Background: an optimization exercise with open tools, aiming at small area. Do not read the settings as production practice. Only simulation tests tie the RTL to the original design; equivalence was not proved. Power figures rest on the tool's default switching activity, not on a simulated workload.

File: run.sh
#!/bin/bash
# synth_recipe.tcl (not shown) runs the flow's synth.tcl, then flattens the netlist and writes it again
# the make line also repeats each setting of config.mk as NAME=value (left out here)
make -C /OpenROAD-flow-scripts/flow DESIGN_CONFIG=/design/flow/config.mk WORK_HOME=/design/flow/orfs CLKGATE_MAP_FILE= SYNTH_SCRIPT=/design/flow/synth_recipe.tcl finish
File: config.mk
export PLATFORM = sky130hd
export DESIGN_NAME = dvs_gesture_accel
export DESIGN_NICKNAME = dvs_gesture_accel
export VERILOG_FILES = /design/flow/design.v
export SDC_FILE = /design/flow/constraint.sdc
export NUM_CORES = 4
export LEC_CHECK = 0
export CAP_MARGIN = 20
export CORE_MARGIN = 2
export CORE_UTILIZATION = 40
export SLEW_MARGIN = 20
File: constraint.sdc
create_clock -name core_clock -period 5.0 [get_ports {clk}]
set_input_delay 1.0000 -clock core_clock [delete_from_list [all_inputs] [get_ports {clk}]]
set_output_delay 1.0000 -clock core_clock [all_outputs]
set_load 0.01 [all_outputs]
File: design.v
module InputFIFO #(
    parameter DEPTH    = 16,                      
    parameter PTR_BITS = 4                        
)(
    input  logic        clk,
    input  logic        rst,
    input  logic        push_valid,               
    input  logic [8:0]  push_x,                   
    input  logic [8:0]  push_y,                   
    input  logic        push_polarity,            
    input  logic [15:0] push_ts,                  
    output logic        push_ready,               
    input  logic        pop_req,                  
    output logic [8:0]  pop_x,                    
    output logic [8:0]  pop_y,                    
    output logic        pop_polarity,             
    output logic [15:0] pop_ts,                   
    output logic        empty,                    
    output logic        full                      
);
    logic [34:0] fifo_mem [0:DEPTH-1];            
    logic [PTR_BITS:0] wr_ptr;                    
    logic [PTR_BITS:0] rd_ptr;                    
    logic [PTR_BITS:0] count;                     
    assign empty      = (count == 0);
    assign full       = (count == DEPTH);
    assign push_ready = !full;                    
    wire [PTR_BITS-1:0] rd_addr = rd_ptr[PTR_BITS-1:0];
    assign pop_x        = fifo_mem[rd_addr][34:26];       
    assign pop_y        = fifo_mem[rd_addr][25:17];       
    assign pop_polarity = fifo_mem[rd_addr][16];          
    assign pop_ts       = fifo_mem[rd_addr][15:0];        
    wire do_push = push_valid && !full;
    wire do_pop  = pop_req && !empty;
    always_ff @(posedge clk) begin
        if (rst) begin
            wr_ptr <= '0;
        end else if (do_push) begin
            fifo_mem[wr_ptr[PTR_BITS-1:0]] <= {push_x, push_y, push_polarity, push_ts};
            wr_ptr <= wr_ptr + 1'b1;
        end
    end
    always_ff @(posedge clk) begin
        if (rst) begin
            rd_ptr <= '0;
        end else if (do_pop) begin
            rd_ptr <= rd_ptr + 1'b1;
        end
    end
    always_ff @(posedge clk) begin
        if (rst) begin
            count <= '0;
        end else begin
            case ({do_push, do_pop})
                2'b10:   count <= count + 1'b1;   
                2'b01:   count <= count - 1'b1;   
                default: count <= count;           
            endcase
        end
    end
endmodule
module SpatialCompressor #(
    parameter SENSOR_RES = 320,                   
    parameter GRID_SIZE  = 16,                    
    parameter GRID_BITS  = 4                      
)(
    input  logic        clk,
    input  logic        rst,
    input  logic        in_valid,                 
    input  logic [8:0]  in_x,                     
    input  logic [8:0]  in_y,                     
    input  logic        in_polarity,              
    output logic        in_ready,                 
    output logic signed [GRID_BITS:0] out_x,      
    output logic signed [GRID_BITS:0] out_y,      
    output logic        out_polarity,             
    output logic        out_valid                 
);
    localparam integer MULT_FACTOR  = 13;
    localparam integer SHIFT_AMOUNT = 8;
    localparam integer CENTER       = GRID_SIZE / 2;   
    wire [12:0] mult_x = in_x * MULT_FACTOR[4:0];
    wire [12:0] mult_y = in_y * MULT_FACTOR[4:0];
    wire [GRID_BITS-1:0] grid_x_raw = mult_x[11:SHIFT_AMOUNT];
    wire [GRID_BITS-1:0] grid_y_raw = mult_y[11:SHIFT_AMOUNT];
    wire [GRID_BITS-1:0] grid_x = (mult_x[12:SHIFT_AMOUNT] >= GRID_SIZE) ? 
                                   (GRID_SIZE - 1) : grid_x_raw;
    wire [GRID_BITS-1:0] grid_y = (mult_y[12:SHIFT_AMOUNT] >= GRID_SIZE) ? 
                                   (GRID_SIZE - 1) : grid_y_raw;
    wire signed [GRID_BITS:0] pos_x = $signed({1'b0, grid_x}) - $signed(CENTER);
    wire signed [GRID_BITS:0] pos_y = $signed({1'b0, grid_y}) - $signed(CENTER);
    always_ff @(posedge clk) begin
        if (rst) begin
            out_x        <= '0;
            out_y        <= '0;
            out_polarity <= '0;
            out_valid    <= '0;
        end else begin
            out_valid <= in_valid;
            if (in_valid) begin
                out_x        <= pos_x;
                out_y        <= pos_y;
                out_polarity <= in_polarity;
            end
        end
    end
    assign in_ready = in_valid;
endmodule
module TemporalAccumulator #(
    parameter CLK_FREQ_HZ     = 12_000_000,        
    parameter HALF_WINDOW_MS  = 200,               
    parameter CYCLES_PER_HALF = 2_400_000,         
    parameter TIMER_BITS      = 22,                
    parameter GRID_BITS       = 4,                 
    parameter ACC_SUM_BITS    = 18,                
    parameter ACC_COUNT_BITS  = 12                 
)(
    input  logic        clk,
    input  logic        rst,
    input  logic        event_valid,
    input  logic signed [GRID_BITS:0] event_x,    
    input  logic signed [GRID_BITS:0] event_y,    
    input  logic        event_polarity,           
    output logic        window_phase,             
    output logic        window_complete,          
    output logic signed [ACC_SUM_BITS-1:0] early_sum_x,    
    output logic signed [ACC_SUM_BITS-1:0] early_sum_y,    
    output logic [ACC_COUNT_BITS-1:0]      early_count,    
    output logic signed [ACC_SUM_BITS-1:0] late_sum_x,     
    output logic signed [ACC_SUM_BITS-1:0] late_sum_y,     
    output logic [ACC_COUNT_BITS-1:0]      late_count,     
    output logic                           accum_valid,    
    output logic [7:0]  debug_event_count                  
);
    logic [TIMER_BITS-1:0] timer;
    logic                  phase_advance;
    always_ff @(posedge clk) begin
        if (rst) begin
            timer           <= '0;
            window_phase    <= 1'b0;
            phase_advance   <= 1'b0;
            window_complete <= 1'b0;
        end else begin
            phase_advance   <= 1'b0;
            window_complete <= 1'b0;
            if (timer >= CYCLES_PER_HALF - 1) begin
                timer         <= '0;
                phase_advance <= 1'b1;
                if (window_phase == 1'b1) begin
                    window_complete <= 1'b1;
                    window_phase    <= 1'b0;
                end else begin
                    window_phase <= 1'b1;
                end
            end else begin
                timer <= timer + 1'b1;
            end
        end
    end
    logic signed [ACC_SUM_BITS-1:0] live_early_sum_x, live_early_sum_y;
    logic [ACC_COUNT_BITS-1:0]      live_early_count;
    logic signed [ACC_SUM_BITS-1:0] live_early_sum_x_on, live_early_sum_y_on;
    logic [ACC_COUNT_BITS-1:0]      live_early_count_on;
    logic signed [ACC_SUM_BITS-1:0] live_early_sum_x_off, live_early_sum_y_off;
    logic [ACC_COUNT_BITS-1:0]      live_early_count_off;
    logic signed [ACC_SUM_BITS-1:0] live_late_sum_x, live_late_sum_y;
    logic [ACC_COUNT_BITS-1:0]      live_late_count;
    logic signed [ACC_SUM_BITS-1:0] live_late_sum_x_on, live_late_sum_y_on;
    logic [ACC_COUNT_BITS-1:0]      live_late_count_on;
    logic signed [ACC_SUM_BITS-1:0] live_late_sum_x_off, live_late_sum_y_off;
    logic [ACC_COUNT_BITS-1:0]      live_late_count_off;
    logic [7:0] event_cnt;
    assign debug_event_count = event_cnt;
    wire signed [ACC_SUM_BITS-1:0] ext_x = {{(ACC_SUM_BITS-GRID_BITS-1){event_x[GRID_BITS]}}, event_x};
    wire signed [ACC_SUM_BITS-1:0] ext_y = {{(ACC_SUM_BITS-GRID_BITS-1){event_y[GRID_BITS]}}, event_y};
    always_ff @(posedge clk) begin
        if (rst) begin
            live_early_sum_x     <= '0; live_early_sum_y     <= '0; live_early_count     <= '0;
            live_early_sum_x_on  <= '0; live_early_sum_y_on  <= '0; live_early_count_on  <= '0;
            live_early_sum_x_off <= '0; live_early_sum_y_off <= '0; live_early_count_off <= '0;
            live_late_sum_x      <= '0; live_late_sum_y      <= '0; live_late_count      <= '0;
            live_late_sum_x_on   <= '0; live_late_sum_y_on   <= '0; live_late_count_on   <= '0;
            live_late_sum_x_off  <= '0; live_late_sum_y_off  <= '0; live_late_count_off  <= '0;
            event_cnt            <= '0;
        end else begin
            if (window_complete) begin
                live_early_sum_x     <= live_late_sum_x;
                live_early_sum_y     <= live_late_sum_y;
                live_early_count     <= live_late_count;
                live_early_sum_x_on  <= live_late_sum_x_on;
                live_early_sum_y_on  <= live_late_sum_y_on;
                live_early_count_on  <= live_late_count_on;
                live_early_sum_x_off <= live_late_sum_x_off;
                live_early_sum_y_off <= live_late_sum_y_off;
                live_early_count_off <= live_late_count_off;
                live_late_sum_x      <= '0;
                live_late_sum_y      <= '0;
                live_late_count      <= '0;
                live_late_sum_x_on   <= '0;
                live_late_sum_y_on   <= '0;
                live_late_count_on   <= '0;
                live_late_sum_x_off  <= '0;
                live_late_sum_y_off  <= '0;
                live_late_count_off  <= '0;
                event_cnt <= '0;
            end
            else if (event_valid) begin
                if (event_cnt < 8'hFF) event_cnt <= event_cnt + 1'b1;
                if (window_phase == 1'b0) begin
                    live_early_sum_x <= live_early_sum_x + ext_x;
                    live_early_sum_y <= live_early_sum_y + ext_y;
                    live_early_count <= live_early_count + 1'b1;
                    if (event_polarity) begin
                        live_early_sum_x_on  <= live_early_sum_x_on + ext_x;
                        live_early_sum_y_on  <= live_early_sum_y_on + ext_y;
                        live_early_count_on  <= live_early_count_on + 1'b1;
                    end else begin
                        live_early_sum_x_off <= live_early_sum_x_off + ext_x;
                        live_early_sum_y_off <= live_early_sum_y_off + ext_y;
                        live_early_count_off <= live_early_count_off + 1'b1;
                    end
                end else begin
                    live_late_sum_x <= live_late_sum_x + ext_x;
                    live_late_sum_y <= live_late_sum_y + ext_y;
                    live_late_count <= live_late_count + 1'b1;
                    if (event_polarity) begin
                        live_late_sum_x_on  <= live_late_sum_x_on + ext_x;
                        live_late_sum_y_on  <= live_late_sum_y_on + ext_y;
                        live_late_count_on  <= live_late_count_on + 1'b1;
                    end else begin
                        live_late_sum_x_off <= live_late_sum_x_off + ext_x;
                        live_late_sum_y_off <= live_late_sum_y_off + ext_y;
                        live_late_count_off <= live_late_count_off + 1'b1;
                    end
                end
            end
        end
    end
    always_ff @(posedge clk) begin
        if (rst) begin
            early_sum_x  <= '0; early_sum_y  <= '0; early_count  <= '0;
            late_sum_x   <= '0; late_sum_y   <= '0; late_count   <= '0;
            accum_valid  <= 1'b0;
        end else begin
            accum_valid <= 1'b0;
            if (window_complete) begin
                early_sum_x <= live_early_sum_x;
                early_sum_y <= live_early_sum_y;
                early_count <= live_early_count;
                late_sum_x  <= live_late_sum_x;
                late_sum_y  <= live_late_sum_y;
                late_count  <= live_late_count;
                accum_valid <= 1'b1;
            end
        end
    end
endmodule
module MotionComputer #(
    parameter ACC_SUM_BITS   = 18,                
    parameter ACC_COUNT_BITS = 12                 
)(
    input  logic        clk,
    input  logic        rst,
    input  logic        trigger,                  
    input  logic signed [ACC_SUM_BITS-1:0] early_sum_x,   
    input  logic signed [ACC_SUM_BITS-1:0] early_sum_y,   
    input  logic [ACC_COUNT_BITS-1:0]      early_count,   
    input  logic signed [ACC_SUM_BITS-1:0] late_sum_x,    
    input  logic signed [ACC_SUM_BITS-1:0] late_sum_y,    
    input  logic [ACC_COUNT_BITS-1:0]      late_count,    
    output logic signed [ACC_SUM_BITS-1:0] delta_x,       
    output logic signed [ACC_SUM_BITS-1:0] delta_y,       
    output logic [ACC_SUM_BITS-1:0]        abs_delta_x,   
    output logic [ACC_SUM_BITS-1:0]        abs_delta_y,   
    output logic [ACC_COUNT_BITS-1:0]      total_events,  
    output logic                           valid          
);
    logic signed [ACC_SUM_BITS-1:0] diff_x, diff_y;
    logic [ACC_COUNT_BITS-1:0]      sum_count;
    logic                           stage1_valid;
    always_ff @(posedge clk) begin
        if (rst) begin
            diff_x       <= '0;
            diff_y       <= '0;
            sum_count    <= '0;
            stage1_valid <= 1'b0;
        end else begin
            stage1_valid <= trigger;
            if (trigger) begin
                diff_x    <= late_sum_x - early_sum_x;
                diff_y    <= late_sum_y - early_sum_y;
                sum_count <= early_count + late_count;
            end
        end
    end
    always_ff @(posedge clk) begin
        if (rst) begin
            delta_x      <= '0;
            delta_y      <= '0;
            abs_delta_x  <= '0;
            abs_delta_y  <= '0;
            total_events <= '0;
            valid        <= 1'b0;
        end else begin
            valid <= stage1_valid;
            if (stage1_valid) begin
                delta_x      <= diff_x;
                delta_y      <= diff_y;
                abs_delta_x  <= (diff_x < 0) ? (~diff_x + 1'b1) : diff_x;
                abs_delta_y  <= (diff_y < 0) ? (~diff_y + 1'b1) : diff_y;
                total_events <= sum_count;
            end
        end
    end
endmodule
module GestureClassifier #(
    parameter ACC_SUM_BITS     = 18,              
    parameter ACC_COUNT_BITS   = 12,              
    parameter MIN_EVENT_THRESH = 20,              
    parameter MOTION_THRESH    = 8                
)(
    input  logic        clk,
    input  logic        rst,
    input  logic        trigger,                  
    input  logic signed [ACC_SUM_BITS-1:0] delta_x,       
    input  logic signed [ACC_SUM_BITS-1:0] delta_y,       
    input  logic [ACC_SUM_BITS-1:0]        abs_delta_x,   
    input  logic [ACC_SUM_BITS-1:0]        abs_delta_y,   
    input  logic [ACC_COUNT_BITS-1:0]      total_events,  
    output logic [1:0]  gesture,                  
    output logic        valid,                    
    output logic        pass                      
);
    localparam logic [1:0] GESTURE_UP    = 2'b00;   
    localparam logic [1:0] GESTURE_DOWN  = 2'b01;   
    localparam logic [1:0] GESTURE_LEFT  = 2'b10;   
    localparam logic [1:0] GESTURE_RIGHT = 2'b11;   
    always_ff @(posedge clk) begin
        if (rst) begin
            gesture <= '0;
            valid   <= 1'b0;
            pass    <= 1'b0;
        end else begin
            valid <= trigger;
            pass  <= 1'b0;
            if (trigger) begin
                if (total_events >= MIN_EVENT_THRESH) begin
                    if ((abs_delta_x >= MOTION_THRESH) || (abs_delta_y >= MOTION_THRESH)) begin
                        pass <= 1'b1;
                        if (abs_delta_y > abs_delta_x) begin
                            gesture <= (delta_y > 0) ? GESTURE_DOWN : GESTURE_UP;
                        end else begin
                            gesture <= (delta_x > 0) ? GESTURE_RIGHT : GESTURE_LEFT;
                        end
                    end
                end
            end
        end
    end
endmodule
module OutputRegister #(
    parameter ACC_SUM_BITS      = 18,             
    parameter PERSISTENCE_COUNT = 2               
)(
    input  logic        clk,
    input  logic        rst,
    input  logic [1:0]  class_gesture,            
    input  logic        class_valid,              
    input  logic        class_pass,               
    input  logic [ACC_SUM_BITS-1:0] abs_delta_x,  
    input  logic [ACC_SUM_BITS-1:0] abs_delta_y,  
    output logic [1:0]  gesture,                  
    output logic        gesture_valid,            
    output logic [3:0]  gesture_confidence,       
    output logic [2:0]  debug_state               
);
    typedef enum logic [2:0] {
        ST_IDLE      = 3'd0,                      
        ST_TRACKING  = 3'd1,                      
        ST_CONFIRMED = 3'd2                       
    } state_t;
    state_t state;
    assign debug_state = state;
    logic [1:0] last_gesture;                     
    logic [2:0] match_count;                      
    logic [ACC_SUM_BITS-1:0] latched_abs_x, latched_abs_y;
    always_ff @(posedge clk) begin
        if (rst) begin
            state              <= ST_IDLE;
            last_gesture       <= '0;
            match_count        <= '0;
            gesture            <= '0;
            gesture_valid      <= 1'b0;
            gesture_confidence <= '0;
            latched_abs_x      <= '0;
            latched_abs_y      <= '0;
        end else begin
            gesture_valid <= 1'b0;
            if (class_valid) begin
                if (class_pass) begin
                    if (class_gesture == last_gesture) begin
                        if (match_count < PERSISTENCE_COUNT) begin
                            match_count <= match_count + 1'b1;
                        end
                        if (match_count >= PERSISTENCE_COUNT - 1) begin
                            state              <= ST_CONFIRMED;
                            gesture            <= class_gesture;
                            gesture_valid      <= 1'b1;
                            match_count        <= '0;   
                            if (abs_delta_x > abs_delta_y) begin
                                gesture_confidence <= (abs_delta_x > 255) ? 4'd15 : abs_delta_x[7:4];
                            end else begin
                                gesture_confidence <= (abs_delta_y > 255) ? 4'd15 : abs_delta_y[7:4];
                            end
                        end else begin
                            state <= ST_TRACKING;
                        end
                    end else begin
                        last_gesture <= class_gesture;
                        match_count  <= '0;
                        state        <= ST_TRACKING;
                    end
                    latched_abs_x <= abs_delta_x;
                    latched_abs_y <= abs_delta_y;
                end else begin
                    match_count <= '0;
                    state       <= ST_IDLE;
                end
            end
        end
    end
endmodule
module dvs_gesture_accel #(
    parameter CLK_FREQ_HZ        = 12_000_000,   
    parameter WINDOW_MS          = 2,             
    parameter GRID_SIZE          = 16,            
    parameter SENSOR_RES         = 320,           
    parameter FIFO_DEPTH         = 16,            
    parameter MIN_EVENT_THRESH   = 20,            
    parameter MOTION_THRESH      = 8,             
    parameter PERSISTENCE_COUNT  = 2              
)(
    input  logic        clk,                      
    input  logic        rst,                      
    input  logic        event_valid,              
    input  logic [8:0]  event_x,                  
    input  logic [8:0]  event_y,                  
    input  logic        event_polarity,           
    input  logic [15:0] event_ts,                 
    output logic        event_ready,              
    output logic [1:0]  gesture,                  
    output logic        gesture_valid,            
    output logic [3:0]  gesture_confidence,       
    output logic [7:0]  debug_event_count,        
    output logic [2:0]  debug_state,              
    output logic        debug_fifo_empty,         
    output logic        debug_fifo_full           
);
    localparam integer HALF_WINDOW_MS   = WINDOW_MS / 2;
    localparam integer CYCLES_PER_HALF  = (CLK_FREQ_HZ / 1000) * HALF_WINDOW_MS;
    localparam integer TIMER_BITS       = $clog2(CYCLES_PER_HALF + 1);   
    localparam integer GRID_BITS        = $clog2(GRID_SIZE);             
    localparam integer FIFO_PTR_BITS    = $clog2(FIFO_DEPTH);            
    localparam integer ACC_COUNT_BITS   = 12;    
    localparam integer ACC_SUM_BITS     = 18;    
    localparam logic [1:0] GESTURE_UP    = 2'b00;   
    localparam logic [1:0] GESTURE_DOWN  = 2'b01;   
    localparam logic [1:0] GESTURE_LEFT  = 2'b10;   
    localparam logic [1:0] GESTURE_RIGHT = 2'b11;   
    logic                      fifo_pop;            
    logic                      fifo_empty;          
    logic                      fifo_full;           
    logic [8:0]                fifo_out_x;          
    logic [8:0]                fifo_out_y;          
    logic                      fifo_out_pol;        
    logic [15:0]               fifo_out_ts;         
    logic signed [GRID_BITS:0] compressed_x;        
    logic signed [GRID_BITS:0] compressed_y;        
    logic                      compressed_pol;      
    logic                      compressed_valid;    
    logic                      window_phase;        
    logic                      window_complete;     
    logic signed [ACC_SUM_BITS-1:0] early_sum_x;    
    logic signed [ACC_SUM_BITS-1:0] early_sum_y;    
    logic [ACC_COUNT_BITS-1:0]      early_count;    
    logic signed [ACC_SUM_BITS-1:0] late_sum_x;     
    logic signed [ACC_SUM_BITS-1:0] late_sum_y;     
    logic [ACC_COUNT_BITS-1:0]      late_count;     
    logic                           accum_valid;    
    logic signed [ACC_SUM_BITS-1:0] delta_x;        
    logic signed [ACC_SUM_BITS-1:0] delta_y;        
    logic [ACC_SUM_BITS-1:0]        abs_delta_x;    
    logic [ACC_SUM_BITS-1:0]        abs_delta_y;    
    logic [ACC_COUNT_BITS-1:0]      total_events;   
    logic                           motion_valid;   
    logic [1:0]                     class_gesture;  
    logic                           class_valid;    
    logic                           class_pass;     
    InputFIFO #(
        .DEPTH(FIFO_DEPTH),
        .PTR_BITS(FIFO_PTR_BITS)
    ) u_input_fifo (
        .clk            (clk),
        .rst            (rst),
        .push_valid     (event_valid),
        .push_x         (event_x),           
        .push_y         (event_y),           
        .push_polarity  (event_polarity),    
        .push_ts        (event_ts),          
        .push_ready     (event_ready),       
        .pop_req        (fifo_pop),
        .pop_x          (fifo_out_x),
        .pop_y          (fifo_out_y),
        .pop_polarity   (fifo_out_pol),
        .pop_ts         (fifo_out_ts),
        .empty          (fifo_empty),
        .full           (fifo_full)
    );
    assign debug_fifo_empty = fifo_empty;
    assign debug_fifo_full  = fifo_full;
    SpatialCompressor #(
        .SENSOR_RES     (SENSOR_RES),        
        .GRID_SIZE      (GRID_SIZE),         
        .GRID_BITS      (GRID_BITS)          
    ) u_spatial_compressor (
        .clk            (clk),
        .rst            (rst),
        .in_valid       (!fifo_empty),
        .in_x           (fifo_out_x),        
        .in_y           (fifo_out_y),        
        .in_polarity    (fifo_out_pol),      
        .in_ready       (fifo_pop),          
        .out_x          (compressed_x),      
        .out_y          (compressed_y),      
        .out_polarity   (compressed_pol),
        .out_valid      (compressed_valid)
    );
    TemporalAccumulator #(
        .CLK_FREQ_HZ    (CLK_FREQ_HZ),
        .HALF_WINDOW_MS (HALF_WINDOW_MS),
        .CYCLES_PER_HALF(CYCLES_PER_HALF),
        .TIMER_BITS     (TIMER_BITS),
        .GRID_BITS      (GRID_BITS),
        .ACC_SUM_BITS   (ACC_SUM_BITS),
        .ACC_COUNT_BITS (ACC_COUNT_BITS)
    ) u_temporal_accumulator (
        .clk            (clk),
        .rst            (rst),
        .event_valid    (compressed_valid),
        .event_x        (compressed_x),      
        .event_y        (compressed_y),      
        .event_polarity (compressed_pol),
        .window_phase   (window_phase),      
        .window_complete(window_complete),   
        .early_sum_x    (early_sum_x),       
        .early_sum_y    (early_sum_y),
        .early_count    (early_count),       
        .late_sum_x     (late_sum_x),
        .late_sum_y     (late_sum_y),
        .late_count     (late_count),
        .accum_valid    (accum_valid),
        .debug_event_count(debug_event_count)
    );
    MotionComputer #(
        .ACC_SUM_BITS   (ACC_SUM_BITS),
        .ACC_COUNT_BITS (ACC_COUNT_BITS)
    ) u_motion_computer (
        .clk            (clk),
        .rst            (rst),
        .trigger        (accum_valid),
        .early_sum_x    (early_sum_x),
        .early_sum_y    (early_sum_y),
        .early_count    (early_count),
        .late_sum_x     (late_sum_x),
        .late_sum_y     (late_sum_y),
        .late_count     (late_count),
        .delta_x        (delta_x),           
        .delta_y        (delta_y),
        .abs_delta_x    (abs_delta_x),       
        .abs_delta_y    (abs_delta_y),
        .total_events   (total_events),
        .valid          (motion_valid)
    );
    GestureClassifier #(
        .ACC_SUM_BITS     (ACC_SUM_BITS),
        .ACC_COUNT_BITS   (ACC_COUNT_BITS),
        .MIN_EVENT_THRESH (MIN_EVENT_THRESH),
        .MOTION_THRESH    (MOTION_THRESH)
    ) u_gesture_classifier (
        .clk            (clk),
        .rst            (rst),
        .trigger        (motion_valid),
        .delta_x        (delta_x),
        .delta_y        (delta_y),
        .abs_delta_x    (abs_delta_x),
        .abs_delta_y    (abs_delta_y),
        .total_events   (total_events),
        .gesture        (class_gesture),
        .valid          (class_valid),
        .pass           (class_pass)         
    );
    OutputRegister #(
        .ACC_SUM_BITS     (ACC_SUM_BITS),
        .PERSISTENCE_COUNT(PERSISTENCE_COUNT)
    ) u_output_register (
        .clk              (clk),
        .rst              (rst),
        .class_gesture    (class_gesture),
        .class_valid      (class_valid),
        .class_pass       (class_pass),
        .abs_delta_x      (abs_delta_x),
        .abs_delta_y      (abs_delta_y),
        .gesture          (gesture),
        .gesture_valid    (gesture_valid),
        .gesture_confidence(gesture_confidence),
        .debug_state      (debug_state)
    );
endmodule
==> flow_metrics.tcl <==
set metrics [dict create \
    post_dp_cell_area_um2 34740 \
    clock.fmax_mhz 220.5 \
    slew_violations 0 \
    finalSetupViolations 0 \
    postSynthRegisterBits 677 \
    ys_seq_area_share_pct 49.64 \
    fp.dieW_um 291.7 \
    synth_compound_gate_area_share_pct 10.57 \
    critical_path_peak_fanout 24 \
    yosysUniqueCellTypes 79 \
    post_dp_hpwl_um 47290 \
    ant_nets 0 \
    grt_util_all_layers_pct 16.71 \
    yosys.area.top_type "sky130_fd_sc_hd__edfxtp_1" \
    chipHeight_um 291.7 \
    synth-edff-count 288 \
    timing.critical_path.slowest_cell_delay_ns 0.72 \
    hold_viol 0 \
    antenna_found_initial 2 \
    post_synth_xor_area_fraction_pct 3.836 \
    numCtsBuffers 78 \
    detailedRoute.firstIterationViolations 1380 \
    dominant_combinational_cell_family_by_area_after_synthesis "simple AND/OR/NAND/NOR gates" \
    synthSimpleGateAreaFrac_pct 12.80 \
    clkSlewWorstSetupHoldPaths_ns 0.06 \
    worstPathCellList "buf_4 > mux4_2 > mux4_2 > ha_1 > inv_1 > fa_1 > inv_1 > ha_1 > o21a_1 > o21ai_0 > nand2_1 > o21ai_0 > a311oi_2 > a311oi_1 > xor2_1 > a311oi_1" \
    routabilityCongestion 0.8239 \
    synth_top_flop_cell "sky130_fd_sc_hd__dfxtp_1" \
    synth.top_cell.area_share_pct 26.12 \
    synthCells 3092 \
    peakVddDrop_v 0.0003369 \
    finalClockSkew_ns 0.03023 \
    fp.coreArea_um2 81980 \
    total_negative_setup_slack_ns 0 \
    synthToLayoutAreaGrowth_pct 12.65 \
    i_o_pin_count 59 \
    cts.repair_timing.setup_buffer_count 0 \
    crit_slowest_cell "sky130_fd_sc_hd__dfxtp_2" \
    tritoncts "yes" \
    final_layout_size_suffix_gt1_share_pct 8.980 \
    timing.setup.critical_path_class "register to register" \
    avgViaCountPerCell 5.203 \
    cts.hold.buffers_added 0 \
    remaining_drc_errors 0 \
    grt_pass1_vias 21319 \
    cts.path.max_buffers 3 \
    die_area_um2 85090 \
    fillerInstances 7612 \
    floorplan.initialDensity_pct 40.39 \
    grt_first_pass_wirelength_um 115600 \
    ys.warnings.count 6 \
    n_antenna_cell 0 \
    timing.critical_path.required_ns 5.48 \
    fin_area_um2 37300 \
    place_worst_setup_slack_ns 0.2940 \
    synth_commonest_cells "415 x sky130_fd_sc_hd__nor2_1, 389 x sky130_fd_sc_hd__dfxtp_1, 288 x sky130_fd_sc_hd__edfxtp_1" \
    fp-row-count 105 \
    clock_sink_count 677 \
    max_cap_check_violation_count 0 \
    postSynthAreaPerCell_um2 10.71 \
    tightestPinTransition_ns 0.9286 \
    muxShareOfSynthArea_pct 10.88 \
    grt_start_max_net_pins 121 \
    avgRoutedWirePerCell_um 16.71 \
    synth-adder-area-share_pct 8.193 \
    number_of_port_buffers 40 \
    clock-root-buffer "sky130_fd_sc_hd__clkbuf_16" \
    run_status "no timing/DRC/antenna violations" \
    synth_top_cells_by_area "sky130_fd_sc_hd__edfxtp_1 26%, sky130_fd_sc_hd__dfxtp_1 24%, sky130_fd_sc_hd__ha_1 7.1%, sky130_fd_sc_hd__mux4_2 5.2%, sky130_fd_sc_hd__mux2i_1 5.1%" \
    final_min_period_over_clock_period_pct 90.71 \
    cts_resized 0 \
    ctsHtreeMaxLevel 3 \
    worst_slew_margin_rel_pct 38.09 \
    setup.worst_path.start_class "register" \
    routed-via-count 22137 \
    power_leakage_nw 13.56 \
    crit_path_end_kind "register" \
    async_flop_share_pct 0 \
    post-synth-top-count-cell "sky130_fd_sc_hd__nor2_1" \
    worst_skew_pair.late_latency_ns 0.65 \
    finalCriticalPeriod_ns 4.536 \
    power_density_nw_per_um2 427.6 \
    synth.net_count 3336 \
    setup_slack_ns 0.4643 \
    nNetsFinal 3367 \
    detail_route.wirelength_um 71120 \
    syn-cell-area_um2 33110 \
    hold_path.class "register to register" \
    grt_remaining_overflow 0 \
    first_pass_iters 5 \
    final_util_pct 45.49 \
    worst-endpoint-arrival_ns 5.01 \
    grt_setup_unrepaired "no" \
]
## worst max-delay path, delay by kind of cell, from the launching register on
kind / cells / cell delay, ns
flip-flops: 1 / 0.72
XOR/XNOR: 1 / 0.26
AO/OA/AOI/OAI: 6 / 1.08
buffers and inverters: 3 / 0.44
adder cells (fa/ha/maj): 3 / 0.90
AND/OR/NAND/NOR: 1 / 0.07
multiplexers: 2 / 0.87
## report_power, final
group,switching (W),internal (W)
Sequential,0.000236,0.00595
Clock,0.00234,0.00325
Combinational,0.00226,0.00191
## layout by cell type, fill, tap and decap left out, types with 54 or more instances in the layout
master                      synthesis  layout
sky130_fd_sc_hd__a211oi_1          54      54
sky130_fd_sc_hd__a21oi_1          178     178
sky130_fd_sc_hd__clkbuf_16          0      78
sky130_fd_sc_hd__dfxtp_1          389     383
sky130_fd_sc_hd__edfxtp_1         288     288
sky130_fd_sc_hd__ha_1             188     188
sky130_fd_sc_hd__inv_1            197     197
sky130_fd_sc_hd__mux2i_1          169     169
sky130_fd_sc_hd__mux4_2            77      77
sky130_fd_sc_hd__nand2_1          204     204
sky130_fd_sc_hd__nand3_1           58      58
sky130_fd_sc_hd__nor2_1           415     403
sky130_fd_sc_hd__o21ai_0           79      79
sky130_fd_sc_hd__xnor2_1           67      67
sky130_fd_sc_hd__xor2_1            78      78
## path summary, 6_finish.rpt
kind                                                                     from  cells after the start  slack, ns                                       endpoint
worst max-delay path                                                 register                     16       0.46     u_spatial_compressor.out_x[1]$_SDFFE_PP0N_
worst min-delay path            u_output_register.match_count[2]$_SDFFE_PP0P_                      2       0.46  u_output_register.match_count[2]$_SDFFE_PP0P_
worst max register to register                                       register                     16       0.46     u_spatial_compressor.out_x[1]$_SDFFE_PP0N_
worst min register to register  u_output_register.match_count[2]$_SDFFE_PP0P_                      2       0.46  u_output_register.match_count[2]$_SDFFE_PP0P_
## area by class of cell
cell class,count,area (µm²),share of cell area (%)
Timing Repair Buffer,87,828.3,2.221
Inverter,197,739.5,1.983
Sequential cell,677,16450,44.11
Clock inverter,36,382.9,1.027
Tap cell,1070,1339,3.590
Multi-Input combinational cell,2082,15410,41.31
Clock buffer,106,2147,5.757
## state kept, by name (all words and copies together), names as in the netlist, 12 cells and up, named ones only
signal	cells
u_temporal_accumulator.live_early_sum_y	18
u_temporal_accumulator.live_late_sum_y	18
u_temporal_accumulator.live_early_count	12
u_motion_computer.abs_delta_y	18
u_motion_computer.diff_x	18
u_temporal_accumulator.early_sum_y	18
u_temporal_accumulator.late_sum_y	18
u_temporal_accumulator.live_early_sum_x	18
u_temporal_accumulator.late_sum_x	18
u_temporal_accumulator.early_count	12
u_motion_computer.delta_x	17
u_temporal_accumulator.timer	14
u_input_fifo.fifo_mem	288
u_temporal_accumulator.late_count	12
u_motion_computer.delta_y	17
u_motion_computer.abs_delta_x	18
u_motion_computer.diff_y	18
u_temporal_accumulator.live_late_count	12
u_temporal_accumulator.early_sum_x	18
u_temporal_accumulator.live_late_sum_x	18
## cell families after synthesis
logic type      Yosys count
flops                   677
xor+xnor                145
fa+ha+maj               206
mux                     255
other cells               1
buf+inv                 333
simple gates            936
compound gates          539
## routing by layer
layer  global-route usage, %  share of wire (%)
met2                   27.90                 47
met1                   22.56                 47
met4                   4.451                2.0
met3                   2.656                3.2
met5                       0              0.037
## metrics by stage
step	cells	hold WS, ns	total power (W)
final	4255	0.4608	0.01595
after floorplan	3092	0.4265	0.009504
after detailed placement	4112	0.4531	0.01049
after global placement	4112	0.4441	0.01042
after CTS	4254	0.4664	0.01615
after global routing	4255	0.4865	0.01695

==> port drivers added, routing unchanged <==
In the flow no input, the clock included, has a driving cell. The finished layout below was timed again as built, in two steps.
Step 1 (the two cells are an assumption about what drives the block):
set clk [get_ports {clk}]
set_driving_cell -lib_cell sky130_fd_sc_hd__clkbuf_16 $clk
set_driving_cell -lib_cell sky130_fd_sc_hd__buf_2 [delete_from_list [all_inputs] $clk]
Step 2, shift: input delay + t, output delay - t, t = (earliest + latest rising clock arrival at the registers) / 2. This alone moves slack from input paths to output paths.
a / b / c = ideal ports / drivers / drivers and shift; a / b = the first two.
t (ns): 0.693
slack for setup (ns): 0.464 / 0.464 / 0.464
clock arrival spread, ns: 0.032 / 0.032
slew at the worst register clock pin (ns): 0.06 / 0.06
After both steps this run still meets setup and hold. For this run, drivers alone change the setup slack by 0.000 ns; drivers and shift together by 0.000 ns.
